Background: an optimization exercise with open tools, aiming at small area. Do not read the settings as production practice.
Function was checked by simulation only, so behaviour that the tests miss may differ from the original.
The flow treats the clock pin as an ideal source. Dropping or thinning the clock tree relies on that and would not hold on a real chip.
Power is estimated from default activity; no workload was simulated.

Design block_controller, start of the top module:
module block_controller(
	input clk,
	input bright,
	input rst,
	input left, input right, input p2left, input p2right,
	input two_player,
	input ack,
	input [9:0] hCount, vCount,
	output [11:0] rgb,
	output reg [15:0] score,
	output [15:0] p2score,
	output reg [15:0] highscore
   );
For scale: roughly 720 cells after synthesis, about 89 I/O pins, roughly 5000 um^2 of cells after synthesis.
clock: 10.0 ns
lec_check: 0
cap_margin: 20
core_margin: 2
core_utilization: 70
slew_margin: 20
standard.sh (not shown) runs the stock make flow with config.mk's settings and CLKGATE_MAP_FILE= SYNTH_SCRIPT=/design/flow/synth_recipe.tcl, a recipe that flattens the netlist after the stock synthesis.
==> flow/flow/run.sh <==
#!/bin/bash
# Own layout flow: the standard flow (standard.sh) with these changes to how the layout is made:
#  - after the standard synthesis, the logic between the registers is re-mapped by ABC for area
#    (remap.tcl): eight runs of ABC's deep synthesis with different seeds, then an area mapping;
#    the smallest result is kept. Registers keep the standard synthesis's names and cell types,
#  - the buffers that ABC inserted during synthesis are removed at floorplan,
#  - every input and output port still gets its own buffer, but a sky130_fd_sc_hd__buf_1,
#  - the clock tree is four clock buffers fed by the clock port (cts_tree.tcl), each
#    driving one group of nearby registers, in place of TritonCTS,
#  - the constant outputs share one tie cell.
# Each step's full output goes to a log file of its own in this folder.
set -euo pipefail
RES=orfs/results/$FLOW_PLATFORM/block_controller/base
export CLK_COLS=2 CLK_ROWS=2 CLK_BUF=sky130_fd_sc_hd__clkbuf_16 CLK_ROOT=
bash standard.sh synth > log_synth.txt 2>&1
cp $RES/1_2_yosys.v $RES/1_2_yosys.std.v
export REMAP_DONT_USE="$(grep -o -- '-dont_use [A-Za-z0-9_]*' orfs/logs/$FLOW_PLATFORM/block_controller/base/1_2_yosys.log | awk '{print $2}' | sort -u | tr '\n' ' ')"
mkdir -p remap
for s in 4; do
  printf 'strash\n&get -n\n&deepsyn -T 300 -S %s\n&put\ndch -f\namap\ntopo\n' $s > remap/area_$s.abc
  REMAP_SCRIPT=remap/area_$s.abc REMAP_OUT=remap/net_$s.v yosys -c flow/remap.tcl > log_remap_$s.txt 2>&1 &
done
wait
best=""; best_area=""
for s in 4; do
  a=$(grep "Chip area for top module" remap/net_$s.v.stat | awk '{print $NF}')
  echo "seed $s: $a" >> log_remap_pick.txt
  if [[ -z "$best" ]] || python3 -c "import sys; sys.exit(0 if $a < $best_area else 1)"; then best=$s; best_area=$a; fi
done
echo "kept seed $best ($best_area)" >> log_remap_pick.txt
cp remap/net_$best.v $RES/1_2_yosys.v
touch $RES/1_2_yosys.v
bash standard.sh \
  REMOVE_ABC_BUFFERS=1 \
  "BUFFER_PORTS_ARGS=-buffer_cell sky130_fd_sc_hd__buf_1" \
  PRE_CTS_TCL=$PWD/flow/cts_tree.tcl \
  SKIP_REPAIR_TIE_FANOUT=1 \
  finish > log_layout.txt 2>&1
Other scripts of this flow, unchanged in this note and not shown: flow/flow/cts_tree.tcl, flow/flow/remap.tcl
Then changed:
--- a/flow/flow/run.sh
+++ b/flow/flow/run.sh
@@ -19 +19 @@
-for s in 4; do
+for s in 1 2 3 4 5 6 7 8; do
@@ -25 +25 @@
-for s in 4; do
+for s in 1 2 3 4 5 6 7 8; do
CORE_UTILIZATION = 60   (was 70)
=> The changed run finished with timing, DRC and antenna clean; cell area stays flat; total power decreases by 0.61%; routed wire length went down by 2.4%; sequential power is about the same; final cell count climbs by 1.0%; clock power barely changes; global-route usage fell by 5.9 points; area after synthesis is unchanged; worst hold slack gets worse by 0.016 ns; maximum frequency grows by 0.60%; sequential cell count does not change.
No run of this note takes its clock network from TritonCTS; it comes from the design's own scripts or RTL.

---

lane 1:
Starting RTL as in the previous note.
Settings: LEC_CHECK=0, CAP_MARGIN=20, CORE_MARGIN=2, CORE_UTILIZATION=70, SLEW_MARGIN=20; clock period 10.0 ns.
==> flow/flow/run.sh <==
#!/bin/bash
# Own layout flow: the standard flow (standard.sh) with these changes to how the layout is made:
#  - after the standard synthesis, the logic between the registers is re-mapped by ABC for area
#    (remap.tcl): eight runs of ABC's deep synthesis with different seeds, then an area mapping;
#    the smallest result is kept. Registers keep the standard synthesis's names and cell types,
#  - the buffers that ABC inserted during synthesis are removed at floorplan,
#  - every input and output port still gets its own buffer, but a sky130_fd_sc_hd__buf_1,
#  - the clock tree is a root buffer and six clock buffers (cts_tree.tcl), each
#    driving one group of nearby registers, in place of TritonCTS,
#  - the constant outputs share one tie cell.
# Each step's full output goes to a log file of its own in this folder.
set -euo pipefail
RES=orfs/results/$FLOW_PLATFORM/block_controller/base
export CLK_COLS=3 CLK_ROWS=2 CLK_BUF=sky130_fd_sc_hd__clkbuf_8 CLK_ROOT=sky130_fd_sc_hd__clkbuf_4
bash standard.sh synth > log_synth.txt 2>&1
cp $RES/1_2_yosys.v $RES/1_2_yosys.std.v
export REMAP_DONT_USE="$(grep -o -- '-dont_use [A-Za-z0-9_]*' orfs/logs/$FLOW_PLATFORM/block_controller/base/1_2_yosys.log | awk '{print $2}' | sort -u | tr '\n' ' ')"
mkdir -p remap
for s in 1 2 3 4 5 6 7 8; do
  printf 'strash\n&get -n\n&deepsyn -T 300 -S %s\n&put\ndch -f\namap\ntopo\n' $s > remap/area_$s.abc
  REMAP_SCRIPT=remap/area_$s.abc REMAP_OUT=remap/net_$s.v yosys -c flow/remap.tcl > log_remap_$s.txt 2>&1 &
done
wait
best=""; best_area=""
for s in 1 2 3 4 5 6 7 8; do
  a=$(grep "Chip area for top module" remap/net_$s.v.stat | awk '{print $NF}')
  echo "seed $s: $a" >> log_remap_pick.txt
  if [[ -z "$best" ]] || python3 -c "import sys; sys.exit(0 if $a < $best_area else 1)"; then best=$s; best_area=$a; fi
done
echo "kept seed $best ($best_area)" >> log_remap_pick.txt
cp remap/net_$best.v $RES/1_2_yosys.v
touch $RES/1_2_yosys.v
bash standard.sh \
  REMOVE_ABC_BUFFERS=1 \
  "BUFFER_PORTS_ARGS=-buffer_cell sky130_fd_sc_hd__buf_1" \
  PRE_CTS_TCL=$PWD/flow/cts_tree.tcl \
  SKIP_REPAIR_TIE_FANOUT=1 \
  finish > log_layout.txt 2>&1
==> flow/flow/cts_tree.tcl <==
# Simple balanced clock tree, used in place of TritonCTS for this small design:
# the registers are split by position into a grid of groups of about equal size, each group is
# driven by one clock buffer placed at its centre. The clock port drives those buffers, through
# a root buffer at the centre when CLK_ROOT names one.
# Every register gets its clock through exactly one buffer of the same type.
proc my_small_clock_tree { } {
  set bufname [expr { [info exists ::env(CLK_BUF)] ? $::env(CLK_BUF) : "sky130_fd_sc_hd__clkbuf_8" }]
  set block [ord::get_db_block]
  set clknet [$block findNet clk]
  set master [[ord::get_db] findMaster $bufname]
  set sinks {}
  set sink_iterms [$clknet getITerms]
  set root_net $clknet
  if { [info exists ::env(CLK_ROOT)] && $::env(CLK_ROOT) != "" } {
    set rinst [odb::dbInst_create $block [[ord::get_db] findMaster $::env(CLK_ROOT)] "clkbuf_tree_root"]
    set root_net [odb::dbNet_create $block "clknet_tree_root"]
    $root_net setSigType CLOCK
    [$rinst findITerm A] connect $clknet
    [$rinst findITerm X] connect $root_net
  }
  set rx 0; set ry 0
  foreach it $sink_iterms {
    set inst [$it getInst]
    set loc [$inst getLocation]
    lappend sinks [list [lindex $loc 0] [lindex $loc 1] $it]
  }
  # split into a grid of CLK_COLS x CLK_ROWS groups of about equal count
  set cols [expr { [info exists ::env(CLK_COLS)] ? $::env(CLK_COLS) : 2 }]
  set rows [expr { [info exists ::env(CLK_ROWS)] ? $::env(CLK_ROWS) : 2 }]
  set sinks [lsort -integer -index 0 $sinks]
  set n [llength $sinks]
  set g 0
  for { set c 0 } { $c < $cols } { incr c } {
    set col [lsort -integer -index 1 [lrange $sinks [expr { $c * $n / $cols }] [expr { ($c + 1) * $n / $cols - 1 }]]]
    set m [llength $col]
    for { set r 0 } { $r < $rows } { incr r } {
      set part [lrange $col [expr { $r * $m / $rows }] [expr { ($r + 1) * $m / $rows - 1 }]]
      set sx 0; set sy 0
      foreach s $part { incr sx [lindex $s 0]; incr sy [lindex $s 1] }
      set cx [expr { $sx / [llength $part] }]
      set cy [expr { $sy / [llength $part] }]
      set inst [odb::dbInst_create $block $master "clkbuf_tree_$g"]
      set net [odb::dbNet_create $block "clknet_tree_$g"]
      $net setSigType CLOCK
      [$inst findITerm A] connect $root_net
      [$inst findITerm X] connect $net
      foreach s $part {
        set it [lindex $s 2]
        $it disconnect
        $it connect $net
      }
      $inst setLocation $cx $cy
      $inst setPlacementStatus PLACED
      incr g
      incr rx $cx; incr ry $cy
    }
  }
  if { [info exists rinst] } {
    $rinst setLocation [expr { $rx / $g }] [expr { $ry / $g }]
    $rinst setPlacementStatus PLACED
  }
  set_propagated_clock [all_clocks]
}
rename clock_tree_synthesis orig_clock_tree_synthesis
proc clock_tree_synthesis { args } { my_small_clock_tree }
Other scripts of this flow, unchanged in this note and not shown: flow/flow/remap.tcl
Input-level comparison between lane 2 and lane 1:
Settings: changing CORE_UTILIZATION from 70 to 60.
==> flow/flow/run.sh <==
#!/bin/bash
# Own layout flow: the standard flow (standard.sh) with these changes to how the layout is made:
#  - after the standard synthesis, the logic between the registers is re-mapped by ABC for area
#    (remap.tcl): four runs of ABC's deep synthesis with different seeds, then an area mapping;
#    the smallest result is kept. Registers keep the standard synthesis's names and cell types,
#  - the buffers that ABC inserted during synthesis are removed at floorplan,
#  - every input and output port still gets its own buffer, but a sky130_fd_sc_hd__buf_1,
#  - the clock tree is a root buffer and eight clock buffers (cts_tree.tcl), each
#    driving one group of nearby registers, in place of TritonCTS,
#  - the constant outputs share one tie cell.
# Each step's full output goes to a log file of its own in this folder.
set -euo pipefail
RES=orfs/results/$FLOW_PLATFORM/block_controller/base
export CLK_COLS=4 CLK_ROWS=2 CLK_BUF=sky130_fd_sc_hd__clkbuf_8 CLK_ROOT=sky130_fd_sc_hd__clkbuf_4
bash standard.sh synth > log_synth.txt 2>&1
cp $RES/1_2_yosys.v $RES/1_2_yosys.std.v
export REMAP_DONT_USE="$(grep -o -- '-dont_use [A-Za-z0-9_]*' orfs/logs/$FLOW_PLATFORM/block_controller/base/1_2_yosys.log | awk '{print $2}' | sort -u | tr '\n' ' ')"
mkdir -p remap
for s in 1 2 3 4; do
  printf 'strash\n&get -n\n&deepsyn -T 300 -S %s\n&put\ndch -f\namap\ntopo\n' $s > remap/area_$s.abc
  REMAP_SCRIPT=remap/area_$s.abc REMAP_OUT=remap/net_$s.v yosys -c flow/remap.tcl > log_remap_$s.txt 2>&1 &
done
wait
best=""; best_area=""
for s in 1 2 3 4; do
  a=$(grep "Chip area for top module" remap/net_$s.v.stat | awk '{print $NF}')
  echo "seed $s: $a" >> log_remap_pick.txt
  if [[ -z "$best" ]] || python3 -c "import sys; sys.exit(0 if $a < $best_area else 1)"; then best=$s; best_area=$a; fi
done
echo "kept seed $best ($best_area)" >> log_remap_pick.txt
cp remap/net_$best.v $RES/1_2_yosys.v
touch $RES/1_2_yosys.v
bash standard.sh \
  REMOVE_ABC_BUFFERS=1 \
  "BUFFER_PORTS_ARGS=-buffer_cell sky130_fd_sc_hd__buf_1" \
  PRE_CTS_TCL=$PWD/flow/cts_tree.tcl \
  SKIP_REPAIR_TIE_FANOUT=1 \
  finish > log_layout.txt 2>&1
-- flow/flow/cts_tree.tcl --
<<< lane 1, line 1
# Simple balanced clock tree, used in place of TritonCTS for this small design:
# the registers are split by position into a grid of groups of about equal size, each group is
# driven by one clock buffer placed at its centre. The clock port drives those buffers, through
# a root buffer at the centre when CLK_ROOT names one.
# Every register gets its clock through exactly one buffer of the same type.
proc my_small_clock_tree { } {
>>> lane 2, line 1
# Simple balanced clock tree, used in place of TritonCTS for this small design:
# the registers are split by position into a grid of groups of about equal size, each group is
# driven by one clock buffer placed at its centre, and a root buffer at the centre drives those
# buffers from the clock port.
# Every register gets its clock through exactly one buffer of the same type.
proc my_small_clock_tree { } {
[summary]
The lower worst hold slack came out of lane 2.
From lane 1 to lane 2 the numbers moved as follows: share of total power in combinational logic moved up, logic depth of the worst setup path including buffers has decreased, achievable frequency increased by 4.9 MHz relative to the old numbers.
#### Input delta (lane 3 over lane 2)
-- flow/flow/run.sh --
<<< lane 2, line 6
#  - the buffers that ABC inserted during synthesis are removed at floorplan,
#  - every input and output port still gets its own buffer, but a sky130_fd_sc_hd__buf_1,
#  - the clock tree is a root buffer and eight clock buffers (cts_tree.tcl), each
#    driving one group of nearby registers, in place of TritonCTS,
#  - the constant outputs share one tie cell.
>>> lane 3, line 6
#  - the buffers that ABC inserted during synthesis are removed at floorplan,
#  - every input and output port still gets its own buffer, but a sky130_fd_sc_hd__buf_1,
#  - the clock tree is four clock buffers fed by the clock port (cts_tree.tcl), each
#    driving one group of nearby registers, in place of TritonCTS,
#  - the constant outputs share one tie cell.
<<< lane 2, line 12
set -euo pipefail
RES=orfs/results/$FLOW_PLATFORM/block_controller/base
export CLK_COLS=4 CLK_ROWS=2 CLK_BUF=sky130_fd_sc_hd__clkbuf_8 CLK_ROOT=sky130_fd_sc_hd__clkbuf_4
bash standard.sh synth > log_synth.txt 2>&1
cp $RES/1_2_yosys.v $RES/1_2_yosys.std.v
>>> lane 3, line 12
set -euo pipefail
RES=orfs/results/$FLOW_PLATFORM/block_controller/base
export CLK_COLS=2 CLK_ROWS=2 CLK_BUF=sky130_fd_sc_hd__clkbuf_16 CLK_ROOT=
bash standard.sh synth > log_synth.txt 2>&1
cp $RES/1_2_yosys.v $RES/1_2_yosys.std.v
<<< lane 2, line 18
mkdir -p remap
for s in 1 2 3 4; do
  printf 'strash\n&get -n\n&deepsyn -T 300 -S %s\n&put\ndch -f\namap\ntopo\n' $s > remap/area_$s.abc
  REMAP_SCRIPT=remap/area_$s.abc REMAP_OUT=remap/net_$s.v yosys -c flow/remap.tcl > log_remap_$s.txt 2>&1 &
done
>>> lane 3, line 18
mkdir -p remap
for s in 1 2 3 4; do
  printf 'strash\n&get -n\n&deepsyn -T 480 -S %s\n&put\ndch -f\namap\ntopo\n' $s > remap/area_$s.abc
  REMAP_SCRIPT=remap/area_$s.abc REMAP_OUT=remap/net_$s.v yosys -c flow/remap.tcl > log_remap_$s.txt 2>&1 &
done
-- flow/flow/cts_tree.tcl --
<<< lane 2, line 1
# Simple balanced clock tree, used in place of TritonCTS for this small design:
# the registers are split by position into a grid of groups of about equal size, each group is
# driven by one clock buffer placed at its centre, and a root buffer at the centre drives those
# buffers from the clock port.
# Every register gets its clock through exactly one buffer of the same type.
proc my_small_clock_tree { } {
>>> lane 3, line 1
# Simple balanced clock tree, used in place of TritonCTS for this small design:
# the registers are split by position into a grid of groups of about equal size, each group is
# driven by one clock buffer placed at its centre. The clock port drives those buffers, through
# a root buffer at the centre when CLK_ROOT names one.
# Every register gets its clock through exactly one buffer of the same type.
proc my_small_clock_tree { } {
--- outcome ---
Side by side, number of standard cells in the final layout excluding fillers turned out lower in lane 3 than in lane 2. Slowest library cell on the worst path: sky130_fd_sc_hd__a2111oi_0 -> lane 2, sky130_fd_sc_hd__nor3b_1 -> lane 3. Of the two candidates, lane 2 has the better synthesized area and lane 3 the worse one. The power consumption reported for lane 3 is smaller than that of lane 2 by about 8%. Data arrival time of the critical path (lower): lane 2. On horizontal die dimension, lane 2 and lane 3 are basically level. Summary of the comparison: fraction of layout instances using a drive strength above 1 is lower in lane 3, relative to lane 2. Taking lane 2 as the reference point, the setup slack after layout of lane 3 rises by 73 ps. Lane 2 and lane 3 ended up with nearly the same worst max-slew margin expressed relative to the limit.
In every run of this note, the design's own scripts or RTL, not TritonCTS, make the clock network.

-- what the ideal ports hide --
Ports are ideal in the flow. The routed layouts listed here were re-timed in OpenROAD. Step 1 sets driving cells, clkbuf_16 on the clock port and buf_2 on the other inputs (assumed; they add their load-dependent delay and slew). Step 2, shift: input delay + t, output delay - t, t = (earliest + latest rising clock arrival at the registers) / 2. This alone moves slack from input paths to output paths. Three values: ideal ports, drivers, drivers and shift; two values: the first two.
run | t (ns) | slack for setup (ns) | worst setup path after step 2 | latest minus earliest clock arrival (ns)
the first run of note 1 | 0.226 | 2.307 / 2.284 / 2.284 | input to output | 0.019 / 0.019
the second run of note 1 | 0.230 | 2.353 / 2.320 / 2.320 | input to output | 0.018 / 0.017
lane 1 | 0.451 | 2.047 / 2.047 / 2.047 | register to register | 0.018 / 0.017
lane 2 | 0.496 | 2.347 / 2.313 / 2.313 | input to output | 0.017 / 0.017
lane 3 | 0.226 | 2.421 / 2.421 / 2.421 | register to register | 0.018 / 0.018
After both steps setup and hold are still met in every run listed. For lane 2, which loses most, drivers alone change the setup slack by -0.034 ns; drivers and shift together by -0.034 ns.
